Context: an optimization exercise on an open-source flow, tuned for small area and a short achievable clock period. The choices shown serve that exercise and are no tape-out recipe.
Function was not checked in any run shown here: the RTL went through the layout flow alone.
No activity file was given, so power comes from the tool's default toggle rates.

===== flow/config.mk =====
export PLATFORM = sky130hd
export DESIGN_NAME = CAM
export DESIGN_NICKNAME = CAM
export VERILOG_FILES = /design/flow/design.v
export SDC_FILE = /design/flow/constraint.sdc
export NUM_CORES = 4
export LEC_CHECK = 0
export CAP_MARGIN = 20
export CORE_MARGIN = 2
export CORE_UTILIZATION = 40
export CTS_BUF_LIST = sky130_fd_sc_hd__clkbuf_8 sky130_fd_sc_hd__clkbuf_16
export CTS_CLUSTER_DIAMETER = 80
export CTS_CLUSTER_SIZE = 20
export SETUP_SLACK_MARGIN = 2.3
export SLEW_MARGIN = 20
export SYNTH_HIERARCHICAL = 1
export SYNTH_MINIMUM_KEEP_SIZE = 0

===== flow/constraint.sdc =====
create_clock -name core_clock -period 4.5 [get_ports {clock}]
set_input_delay 0.9000 -clock core_clock [delete_from_list [all_inputs] [get_ports {clock}]]
set_output_delay 0.9000 -clock core_clock [all_outputs]
set_load 0.01 [all_outputs]

===== flow/design.v =====
`timescale 1ns/1ns
module CAM #(parameter SIZE=32)(
	input 							clock, reset,
	input 							enable,
	input 							command,
	input[31:0]						data,
	input[$clog2(SIZE)-1:0]			write_idx,
	output reg[$clog2(SIZE)-1:0]	read_idx,
	output reg						hit
);
	localparam IW = $clog2(SIZE);	 
	wire wr = enable & command;
	wire rd = enable & ~command;
	reg [SIZE-1:0] valid;
	wire search = rd && !reset;		 
	wire [SIZE-1:0] z;				 
	wire [3:0] we_lo;
	wire [7:0] we_hi;
	wire [SIZE-1:0] we;
	genvar i;
	generate for (i = 0; i < 4; i = i + 1) begin : pl
		assign we_lo[i] = write_idx[1:0] == i;
	end
	for (i = 0; i < 8; i = i + 1) begin : ph
		assign we_hi[i] = !reset && wr && write_idx[4:2] == i;
	end
	for (i = 0; i < SIZE; i = i + 1) begin : e
		reg [31:0] word;
		CAM_and2 u_we (.a(we_lo[i % 4]), .b(we_hi[i / 4]), .y(we[i]));
		always @(posedge clock)
			if (we[i])
				word <= data;
		wire live;
		CAM_and2 u_live (.a(valid[i]), .b(search), .y(live));
		CAM_miss u_miss (.word(word), .key(data), .valid(live), .z(z[i]));
	end endgenerate
	wire			any;
	wire [IW-1:0]	first;
	CAM_first u_first (.z(z), .hit(any), .idx(first));
	always @(posedge clock) begin
		hit <= any;
		read_idx <= first;
	end
	always @(posedge clock)
		if (reset)
			valid <= 0;
		else if (wr)
			valid[write_idx] <= 1'b1;
endmodule
module CAM_miss(
	input [31:0]	word,
	input [31:0]	key,
	input			valid,
	output			z
);
	wire [31:0]	eq1;	 
	wire [7:0]	ne4;	 
	wire [3:0]	eq8;	 
	wire [1:0]	ne16;	 
	wire		eq32;	 
	genvar j;
	generate for (j = 0; j < 32; j = j + 1) begin : b
		CAM_xnor2 u (.a(word[j]), .b(key[j]), .y(eq1[j]));
	end
	for (j = 0; j < 8; j = j + 1) begin : n
		CAM_nand4 u (.a(eq1[4*j]), .b(eq1[4*j+1]), .c(eq1[4*j+2]), .d(eq1[4*j+3]), .y(ne4[j]));
	end
	for (j = 0; j < 4; j = j + 1) begin : y
		CAM_nor2 u (.a(ne4[2*j]), .b(ne4[2*j+1]), .y(eq8[j]));
	end
	for (j = 0; j < 2; j = j + 1) begin : h
		CAM_nand2 u (.a(eq8[2*j]), .b(eq8[2*j+1]), .y(ne16[j]));
	end endgenerate
	CAM_nor2 u_w (.a(ne16[0]), .b(ne16[1]), .y(eq32));
	CAM_nand2 u_z (.a(eq32), .b(valid), .y(z));
endmodule
module CAM_first(
	input [31:0]	z,
	output			hit,	 
	output [4:0]	idx		 
);
	genvar i, l, b;
	generate for (l = 1; l <= 5; l = l + 1) begin : t
		localparam N = 32 >> l;
		wire [N-1:0] h;
		wire [N*l-1:0] x;
		for (i = 0; i < N; i = i + 1) begin : n
			wire cl, ch;	 
			wire [l-1:0] xo;
			if (l == 1) begin : c
				assign cl = z[2*i];
				assign ch = z[2*i+1];
			end else begin : c
				assign cl = t[l-1].h[2*i];
				assign ch = t[l-1].h[2*i+1];
			end
			if (l == 5) begin : o
				CAM_nand2 u_h (.a(cl), .b(ch), .y(h[i]));
				CAM_nor2b u_t (.a(ch), .b_n(cl), .y(xo[l-1]));
				for (b = 0; b < l - 1; b = b + 1) begin : m
					CAM_a21o u (.a1(cl), .a2(t[l-1].x[(2*i+1)*(l-1) + b]), .b1(t[l-1].x[(2*i)*(l-1) + b]), .y(xo[b]));
				end
			end else if (l % 2 == 1) begin : o
				CAM_nand2  u_h (.a(cl), .b(ch), .y(h[i]));
				CAM_nand2b u_t (.a_n(ch), .b(cl), .y(xo[l-1]));
				for (b = 0; b < l - 1; b = b + 1) begin : m
					CAM_a21oi u (.a1(cl), .a2(t[l-1].x[(2*i+1)*(l-1) + b]), .b1(t[l-1].x[(2*i)*(l-1) + b]), .y(xo[b]));
				end
			end else begin : o
				CAM_nor2  u_h (.a(cl), .b(ch), .y(h[i]));
				CAM_nor2b u_t (.a(cl), .b_n(ch), .y(xo[l-1]));
				for (b = 0; b < l - 1; b = b + 1) begin : m
					CAM_o21ai u (.a1(cl), .a2(t[l-1].x[(2*i+1)*(l-1) + b]), .b1(t[l-1].x[(2*i)*(l-1) + b]), .y(xo[b]));
				end
			end
			assign x[i*l +: l] = xo;
		end
	end endgenerate
	assign hit = t[5].h[0];
	assign idx = t[5].x[4:0];
endmodule
module CAM_xnor2(input a, input b, output y);
	assign y = ~(a ^ b);
endmodule
module CAM_nand3(input a, input b, input c, output y);
	assign y = ~(a & b & c);
endmodule
module CAM_and2(input a, input b, output y);
	assign y = a & b;
endmodule
module CAM_nor2(input a, input b, output y);
	assign y = ~(a | b);
endmodule
module CAM_nand2(input a, input b, output y);
	assign y = ~(a & b);
endmodule
module CAM_nand2b(input a_n, input b, output y);
	assign y = ~(~a_n & b);
endmodule
module CAM_nor2b(input a, input b_n, output y);
	assign y = ~a & b_n;
endmodule
module CAM_a21oi(input a1, input a2, input b1, output y);
	assign y = ~((a1 & a2) | b1);
endmodule
module CAM_o21ai(input a1, input a2, input b1, output y);
	assign y = ~((a1 | a2) & b1);
endmodule
module CAM_a21o(input a1, input a2, input b1, output y);
	assign y = (a1 & a2) | b1;
endmodule
module CAM_nand4(input a, input b, input c, input d, output y);
	assign y = ~(a & b & c & d);
endmodule

===== flow/run.sh =====
#!/bin/bash
# synth_recipe.tcl (not shown) runs the flow's synth.tcl, then flattens the netlist and writes it again
# the make line also repeats each setting of config.mk as NAME=value (left out here)
make -C /OpenROAD-flow-scripts/flow DESIGN_CONFIG=/design/flow/config.mk WORK_HOME=/design/flow/orfs CLKGATE_MAP_FILE= SYNTH_SCRIPT=/design/flow/synth_recipe.tcl finish

==> flow_metrics.env, run 1 <==
export IMPL_status="no timing/DRC/antenna violations"
export IMPL_cts_tree="yes"
export IMPL_path_class="primary input to flop"
export IMPL_hp_start="data[7]"
export IMPL_grt_util_all_layers=0.224
export IMPL_globalplace_congestion=0.844
export IMPL_placed_cells=4516
export IMPL_syn_nets=2925
export IMPL_p_switching_w=0.00433
export IMPL_vias=26800
export IMPL_required_ns=4.90
export IMPL_setup_tns_ns=0
export IMPL_power_frac_seq=0.583
export IMPL_final_cells=4889
export IMPL_clock_tree_buffer_depth=3
export IMPL_max_freq_mhz=440
export IMPL_fillers=9174
export IMPL_drive_above_1_share=0.211
export IMPL_critPathTopFamily="simple AND/OR/NAND/NOR gates"
export IMPL_yosysSeqAreaShare=0.704
export IMPL_yosys_top_cells_area="edfxtp_1 (69%), xnor2_1 (20%), nand4_1 (3.6%)"
export IMPL_grt_pass1_wl_um=185000
export IMPL_path_max_fanout=15
export IMPL_fp_dieH_um=338
export IMPL_nets=3400
export IMPL_viasPerCell=5.49
export IMPL_async_flop_share=0
export IMPL_worstHoldPathType="primary input to flop"
export IMPL_synth_cells=2878
export IMPL_synth_edff_count=1024
export IMPL_synthFlopType="edfxtp_1"
export IMPL_wl_per_cell_um=29.5
export IMPL_ant_nets=0
export IMPL_h_tree_depth=2
export IMPL_start_util=0.404
export IMPL_ioPinCount=47
export IMPL_cap_violations=0
export IMPL_relSlewSlack=0.628
export IMPL_startpoint="command"
export IMPL_arrival_ns=2.67
export IMPL_drc_errors=0
export IMPL_syn_avg_cell_area_sq_um=15.5
export IMPL_antenna_found_initial=12
export IMPL_cp_cell_sequence="dlygate4sd2_1 -> nand2_2 -> buf_4 -> nor2_2 -> nand2_4 -> nor3_4 -> buf_12 -> and2_2"
export IMPL_r2r_start="e[20].word[28]$_DFFE_PP_"
export IMPL_pwr_share_comb=0.101
export IMPL_cp_slowest_cell="and2_2"
export IMPL_drt_initial_drc_count=3139
export IMPL_p_int_w=0.0143
export IMPL_hold_buffers=0
export IMPL_clk_pin_slew_ns=0.08
export IMPL_routed_wl_um=144000
export IMPL_crit_path_end_kind="flop"
export IMPL_grt_max_degree=38
export IMPL_worst_r2r_setup_slack_ns=2.43
export IMPL_grt_setup_unrepaired="yes"
export IMPL_grt_pass1_vias=25200
export IMPL_coreArea_sq_um=111000
export IMPL_yosys_warnings=7
export IMPL_start_kind="primary input"
export IMPL_slew_viol_final=0
export IMPL_cts_buffers=61
export IMPL_rows=122
export IMPL_syn_area_sq_um=44700
export IMPL_finalCriticalPeriod_ns=2.27
export IMPL_finalClockSkew_ns=0.0322
export IMPL_yosysTopAreaCell="edfxtp_1"
export IMPL_dp_hpwl_um=63500
export IMPL_cts_sinks=1062
export IMPL_yosysUniqueCellTypes=37
export IMPL_worstMarginPinSlew_ns=0.558
export IMPL_synth_top_area_share=0.687
export IMPL_dieArea_sq_um=115000
export IMPL_peakVddDrop_mv=0.332
export IMPL_clockPowerShare=0.315
export IMPL_finalCritPeriodShare=0.505
export IMPL_dr_pass1_iters=5
export IMPL_syn2layout_area_growth_pct=24.2
export IMPL_clock_latency_ns=0.70
export IMPL_chipWidth_um=338
export IMPL_p_leak_nw=17.1
export IMPL_clockRootBuffer="clkbuf_16"
export IMPL_hold_violations=0
export IMPL_place_port_buffers=46
export IMPL_switching_share=0.232
export IMPL_critPathBufInv=3
export IMPL_cpPeakStageDelay_ns=0.31
export IMPL_setup_violations=0
export IMPL_ys_seq_elements=1062
export IMPL_power_density_nw_per_um2=335
export IMPL_grt_ovfl_total=0
==> final cells by class <==
class,count,area (sq um),share of cell area
clock inverter,43,259,0.00466
inverter,35,131,0.00236
clock buffer,64,1580,0.0284
timing repair buffer,366,5670,0.102
antenna,4,10.0,0.000180
tap,1488,1860,0.0335
multi-input combinational,1827,14500,0.262
sequential,1062,31500,0.567
==> kinds of logic after synthesis <==
logic type / synth area share
adder cells (fa/ha/maj): 0.00168
AO/OA/AOI/OAI: 0.00926
buffers and inverters: 0.00403
XOR/XNOR: 0.201
AND/OR/NAND/NOR: 0.0802
flip-flops: 0.704
==> metal layers <==
layer / GRT usage / share of wire
met1: 0.317 / 0.41
met2: 0.362 / 0.47
met3: 0.0339 / 0.089
met4: 0.0569 / 0.025
met5: 0 / 0.00042
==> per-module statistics from Yosys, one instance, submodules excluded, excerpt <==
module | flip-flops and latches | cell area [sq um] | cells inside
CAM_nand4 | 0 | 6.26 | 1
CAM_nand2b | 0 | 6.26 | 1
CAM_o21ai | 0 | 5.00 | 1
CAM_and2 | 0 | 6.26 | 1
CAM | 1062 | 32300 | 1190
CAM_nor2 | 0 | 3.75 | 1
CAM_nand2 | 0 | 3.75 | 1
CAM_a21o | 0 | 7.51 | 1
CAM_xnor2 | 0 | 8.76 | 1
CAM_nor2b | 0 | 13.8 | 1
CAM_a21oi | 0 | 8.76 | 1
==> power by group through the flow <==
| stage | Clock, W | Combinational [W] | Sequential [W] |
|---|---|---|---|
| 6_report | 0.00587 | 0.00189 | 0.0109 |
| 5_1_grt | 0.00629 | 0.00196 | 0.0109 |
| 4_1_cts | 0.00597 | 0.00164 | 0.0109 |
| 3_5_place_dp | 0 | 0.00126 | 0.0111 |
| 3_3_place_gp | 0 | 0.00123 | 0.0111 |
| 2_1_floorplan | 0 | 0.000510 | 0.0111 |
==> cells in the final DEF, fill, tap and decap left out, types with 66 or more instances in the layout <==
| cell type | count |
|---|---|
| and2_4 | 72 |
| buf_16 | 66 |
| buf_4 | 164 |
| clkbuf_16 | 90 |
| edfxtp_1 | 1024 |
| inv_1 | 68 |
| nand2_1 | 76 |
| nand4_1 | 256 |
| nor2_1 | 116 |
| xnor2_1 | 988 |
==> sequential cells by signal (all words and copies together) (netlist names) <==
signal / count
hit: 1
e.word: 1024
valid: 32
read_idx: 5
==> through the flow <==
| stage | instance area, sq um | utilization | total power (W) | setup WS (ns) | hold WS, ns |
|---|---|---|---|---|---|
| 2_1_floorplan | 45000 | - | 0.0116 | 2.12 | 0.421 |
| 3_3_place_gp | 48500 | 0.438 | 0.0123 | 0.897 | 0.449 |
| 3_5_place_dp | 48500 | 0.438 | 0.0124 | 0.867 | 0.459 |
| 4_1_cts | 53300 | 0.481 | 0.0185 | 2.28 | 0.456 |
| 5_1_grt | 55600 | 0.501 | 0.0191 | 2.19 | 0.429 |
| 6_report | 55600 | 0.502 | 0.0186 | 2.23 | 0.463 |
==> worst paths after layout <==
path,depth (start not counted),to
setup / recovery,8,e[4].word[14]$_DFFE_PP_
hold / removal,1,e[9].word[7]$_DFFE_PP_
setup reg to reg,11,read_idx[2]$_DFF_P_
hold reg to reg,2,valid[18]$_SDFFE_PP0P_
==> Yosys cell counts, types with 2 or more instances <==
cell type,number
a21o_1,4
nand3_1,4
edfxtp_1,1024
nor3_1,2
nand3b_1,2
or3_4,2
inv_1,35
nor2_1,178
o21ai_1,14
dfxtp_1,38
dlygate4sd1_1,2
a21oi_1,3
a2bb2oi_1,2
xnor2_1,1025
a21oi_2,8
o22ai_1,31
and2_1,65
nor2b_4,11
nor4_1,4
o21ai_0,2
clkbuf_1,2
nand2b_1,21
ha_1,6
nand4_1,256
nand2_1,125
==> repair_timing <==
item	CTS	global route
buffers inserted	58	91
pin swaps	17	106
setup endpoints to repair	1068	606
gates cloned	72	41
resized for setup	310	181
==> run 2, diff against run 1 <==
--- a/flow/design.v
+++ b/flow/design.v
@@ -55,9 +55,7 @@
 );
 	wire [31:0]	eq1;	 
 	wire [7:0]	ne4;	 
-	wire [3:0]	eq8;	 
-	wire [1:0]	ne16;	 
-	wire		eq32;	 
+	wire [1:0]	eq16;	 
 	genvar j;
 	generate for (j = 0; j < 32; j = j + 1) begin : b
 		CAM_xnor2 u (.a(word[j]), .b(key[j]), .y(eq1[j]));
@@ -65,14 +63,10 @@
 	for (j = 0; j < 8; j = j + 1) begin : n
 		CAM_nand4 u (.a(eq1[4*j]), .b(eq1[4*j+1]), .c(eq1[4*j+2]), .d(eq1[4*j+3]), .y(ne4[j]));
 	end
-	for (j = 0; j < 4; j = j + 1) begin : y
-		CAM_nor2 u (.a(ne4[2*j]), .b(ne4[2*j+1]), .y(eq8[j]));
-	end
 	for (j = 0; j < 2; j = j + 1) begin : h
-		CAM_nand2 u (.a(eq8[2*j]), .b(eq8[2*j+1]), .y(ne16[j]));
+		CAM_nor4 u (.a(ne4[4*j]), .b(ne4[4*j+1]), .c(ne4[4*j+2]), .d(ne4[4*j+3]), .y(eq16[j]));
 	end endgenerate
-	CAM_nor2 u_w (.a(ne16[0]), .b(ne16[1]), .y(eq32));
-	CAM_nand2 u_z (.a(eq32), .b(valid), .y(z));
+	CAM_nand3 u_z (.a(eq16[0]), .b(eq16[1]), .c(valid), .y(z));
 endmodule
 module CAM_first(
 	input [31:0]	z,
@@ -152,3 +146,6 @@
 module CAM_nand4(input a, input b, input c, input d, output y);
 	assign y = ~(a & b & c & d);
 endmodule
+module CAM_nor4(input a, input b, input c, input d, output y);
+	assign y = ~(a | b | c | d);
+endmodule
==> flow_metrics.env, run 2 <==
export IMPL_status="no timing/DRC/antenna violations"
export IMPL_synth_cells=2718
export IMPL_synth_fa_ha_area_frac=0.00168
export IMPL_syn_nets=2765
export IMPL_setup_violations=0
export IMPL_regMostFlops="e.word"
export IMPL_finalClockSkew_ns=0.0394
export IMPL_post_place_ws_ns=0.771
export IMPL_p_leak_nw=17.7
export IMPL_grt_pass1_vias=25200
export IMPL_crit_top_cell="buf_16"
export IMPL_critPathTopFamily="simple AND/OR/NAND/NOR gates"
export IMPL_dieArea_sq_um=115000
export IMPL_fin_area_sq_um=56000
export IMPL_final_util=0.505
export IMPL_syn2layout_area_growth_pct=25.1
export IMPL_routed_wl_um=148000
export IMPL_grt_pass1_wl_um=199000
export IMPL_h_tree_depth=3
export IMPL_grt_util_all_layers=0.247
export IMPL_required_ns=5.04
export IMPL_drt_initial_drc_count=3505
export IMPL_crit_path_end_kind="flop"
export IMPL_synth_top_area_share=0.687
export IMPL_start_util=0.404
export IMPL_power_density_nw_per_um2=338
export IMPL_coreArea_sq_um=111000
export IMPL_setup_slack_ns=2.05
export IMPL_yosysSeqAreaShare=0.704
export IMPL_synth_edff_count=1024
export IMPL_fp_dieH_um=338
export IMPL_fillers=9054
export IMPL_vias=26400
export IMPL_synthMuxAreaShare=0
export IMPL_place_area_sq_um=48200
export IMPL_ant_nets=0
export IMPL_nets=3186
export IMPL_place_port_buffers=46
export IMPL_worstHoldPathType="flop to flop"
export IMPL_ioPinCount=47
export IMPL_viasPerCell=5.66
export IMPL_cap_violations=0
export IMPL_finalCriticalPeriod_ns=2.45
export IMPL_grt_ovfl_total=0
export IMPL_drc_errors=0
export IMPL_yosysTopAreaCell="edfxtp_1"
export IMPL_hold_violations=0
export IMPL_clk_pin_slew_ns=0.09
export IMPL_clockRootBuffer="clkbuf_16"
export IMPL_clock_latency_ns=0.65
export IMPL_largest_reg_flops=1024
export IMPL_synth_common_cells="xnor2_1 (1025), edfxtp_1 (1024), nand4_1 (256)"
export IMPL_wl_per_cell_um=31.8
export IMPL_relSlewSlack=0.538
export IMPL_yosys_top_cells_area="edfxtp_1 (69%), xnor2_1 (20%), nand4_1 (3.6%)"
export IMPL_yosysUniqueCellTypes=38
export IMPL_clock_tree_buffer_depth=3
export IMPL_syn_avg_cell_area_sq_um=16.5
export IMPL_layout_commonest_cell="edfxtp_1"
export IMPL_drive_above_1_share=0.218
export IMPL_cts_tree="yes"
export IMPL_syn_area_sq_um=44700
export IMPL_path_class="primary input to flop"
export IMPL_synth_top_family_by_area="XOR/XNOR gates"
export IMPL_cp_cell_sequence="buf_16 -> buf_16 -> buf_12 -> xnor2_1 -> nand4_1 -> nor4_4 -> nand3_2 -> nand2_2 -> nor2_4 -> a21oi_2 -> o21ai_1 -> a21o_1"
export IMPL_synth_compound_area_share=0.00926
export IMPL_async_flop_share=0
export IMPL_rows=122
export IMPL_start_kind="primary input"
export IMPL_cpPeakStageDelay_ns=0.43
export IMPL_dr_pass1_iters=6
export IMPL_worstMarginPinSlew_ns=0.692
export IMPL_ys_seq_elements=1062
export IMPL_cp_slowest_cell="nor4_4"
export IMPL_peakVddDrop_mv=0.280
export IMPL_critPathBufInv=3
export IMPL_slew_viol_final=0
export IMPL_arrival_ns=2.99
export IMPL_antenna_found_initial=16
export IMPL_synth_most_common_cell="xnor2_1"
export IMPL_synthFlopType="edfxtp_1"
export IMPL_cts_buffers=66
export IMPL_dp_hpwl_um=66300
export IMPL_max_freq_mhz=408
export IMPL_finalCritPeriodShare=0.545
export IMPL_path_max_fanout=13
export IMPL_globalplace_congestion=0.865
export IMPL_layout_common_cells="edfxtp_1 (1024), xnor2_1 (983), nand4_1 (256)"
export IMPL_synth_simple_area_share=0.0802
export IMPL_chipWidth_um=338
export IMPL_largest_registers="e.word: 1024 flops, valid: 32 flops, read_idx: 5 flops"
export IMPL_grt_max_degree=41
export IMPL_cts_sinks=1062
export IMPL_grt_setup_unrepaired="yes"
export IMPL_yosys_warnings=7
export IMPL_setup_tns_ns=0
export IMPL_synthXorXnorAreaFrac=0.201
==> run 2: worst reg2reg max path: stages, from the launching register on <==
cell and delay, ns:
edfxtp_1 0.47, xnor2_4 0.17, nand4_1 0.20, nor4_4 0.42
nand3_2 0.22, nand2_4 0.16, o21ai_2 0.08, a21oi_2 0.18
o21ai_2 0.09, a21o_1 0.16
==> run 2: per-module statistics from Yosys (local to each module, per instance), a selection <==
module	cells inside	flops+latches	cell area [sq um]	copies in the design
CAM_o21ai	1	0	5.00	14
CAM_nand4	1	0	6.26	256
CAM_nand2	1	0	3.75	21
CAM_nand2b	1	0	6.26	20
CAM	1190	1062	32300	1
CAM_and2	1	0	6.26	64
==> run 2: logic make-up (layout without fill, tap and decap cells) <==
family | count (synthesis) | after routing
other | 0 | 2
DFF | 1062 | 1062
and+or+nand+nor | 518 | 558
xor gates and xnor gates | 1025 | 1026
AOI/OAI and AO/OA | 65 | 65
adders and majority gates | 6 | 6
buffers and inverters | 42 | 453
==> run 2: final cells by class <==
cell class / instances / area, sq um / share of cell area
diodes: 2 / 5.00 / 0.0000894
clock buffers: 70 / 1750 / 0.0313
clock inverters: 29 / 205 / 0.00367
inverters: 35 / 131 / 0.00235
flip-flops and latches: 1062 / 31500 / 0.563
repair buffers: 319 / 5630 / 0.101
multi-input cells: 1655 / 14800 / 0.265
well taps: 1488 / 1860 / 0.0333
==> run 2: final timing paths <==
path                           startpoint                    end  slack (ns)  cells past startpoint
setup / recovery                 data[24]    read_idx[1]$_DFF_P_        2.05                     12
hold / removal      valid[0]$_SDFFE_PP0P_  valid[0]$_SDFFE_PP0P_        0.47                      2
setup reg to reg  e[4].word[19]$_DFFE_PP_    read_idx[0]$_DFF_P_        2.24                      9
hold reg to reg     valid[0]$_SDFFE_PP0P_  valid[0]$_SDFFE_PP0P_        0.47                      2
==> run 2: power breakdown <==
part	internal, W	switching (W)
Combinational	0.000844	0.00103
Sequential	0.0108	0.0000159
Clock	0.00290	0.00330
Total	0.0146	0.00435
==> run 2: per-stage QoR <==
step | instances | total power [W] | hold WS, ns
after floorplan | 2718 | 0.0116 | 0.421
after global placement | 4340 | 0.0123 | 0.444
after detailed placement | 4340 | 0.0123 | 0.453
after CTS | 4590 | 0.0189 | 0.468
after global routing | 4660 | 0.0194 | 0.488
final | 4660 | 0.0189 | 0.469
==> run 2: per-layer routing <==
layer,wire (um),vias up,GRT usage
li1,-,11000,-
met1,61700,13800,0.353
met2,66600,1303,0.383
met3,14900,230,0.0476
met4,4630,6,0.0723
met5,40,-,0
==> run 2: timing repair <==
| action | 4_1_cts | 5_1_grt |
|---|---|---|
| pin swaps | 119 | 73 |
| setup endpoints to repair | 1068 | 651 |
| hold buffers | 0 | 0 |
| hold endpoints to repair | 0 | 0 |
| gates cloned | 88 | 20 |
| buffers inserted | 63 | 48 |
| resized for setup | 420 | 87 |

## static timing again, ports no longer ideal
In the flow no input, the clock included, has a driving cell. The finished layouts below were timed again as built, in two steps. Step 1, drivers: a clkbuf_16 drives clock and a buf_2 each remaining input, both assumed. Step 2, shift: input delay + t, output delay - t, t = (earliest + latest rising clock arrival at the registers) / 2. This alone moves slack from input paths to output paths. a / b / c = ideal ports / drivers / drivers and shift; a / b = the first two.
run	t, ns	slack for setup (ns)	worst setup path after step 2	cell pins on the clock port's net
run 1	0.774	2.227 / 2.151 / 1.378	input to register	1
run 2	0.702	2.047 / 1.895 / 1.193	input to register	1
After both steps setup and hold are still met in every run listed. For run 2, which loses most, drivers alone change the setup slack by -0.152 ns; drivers and shift together by -0.854 ns.
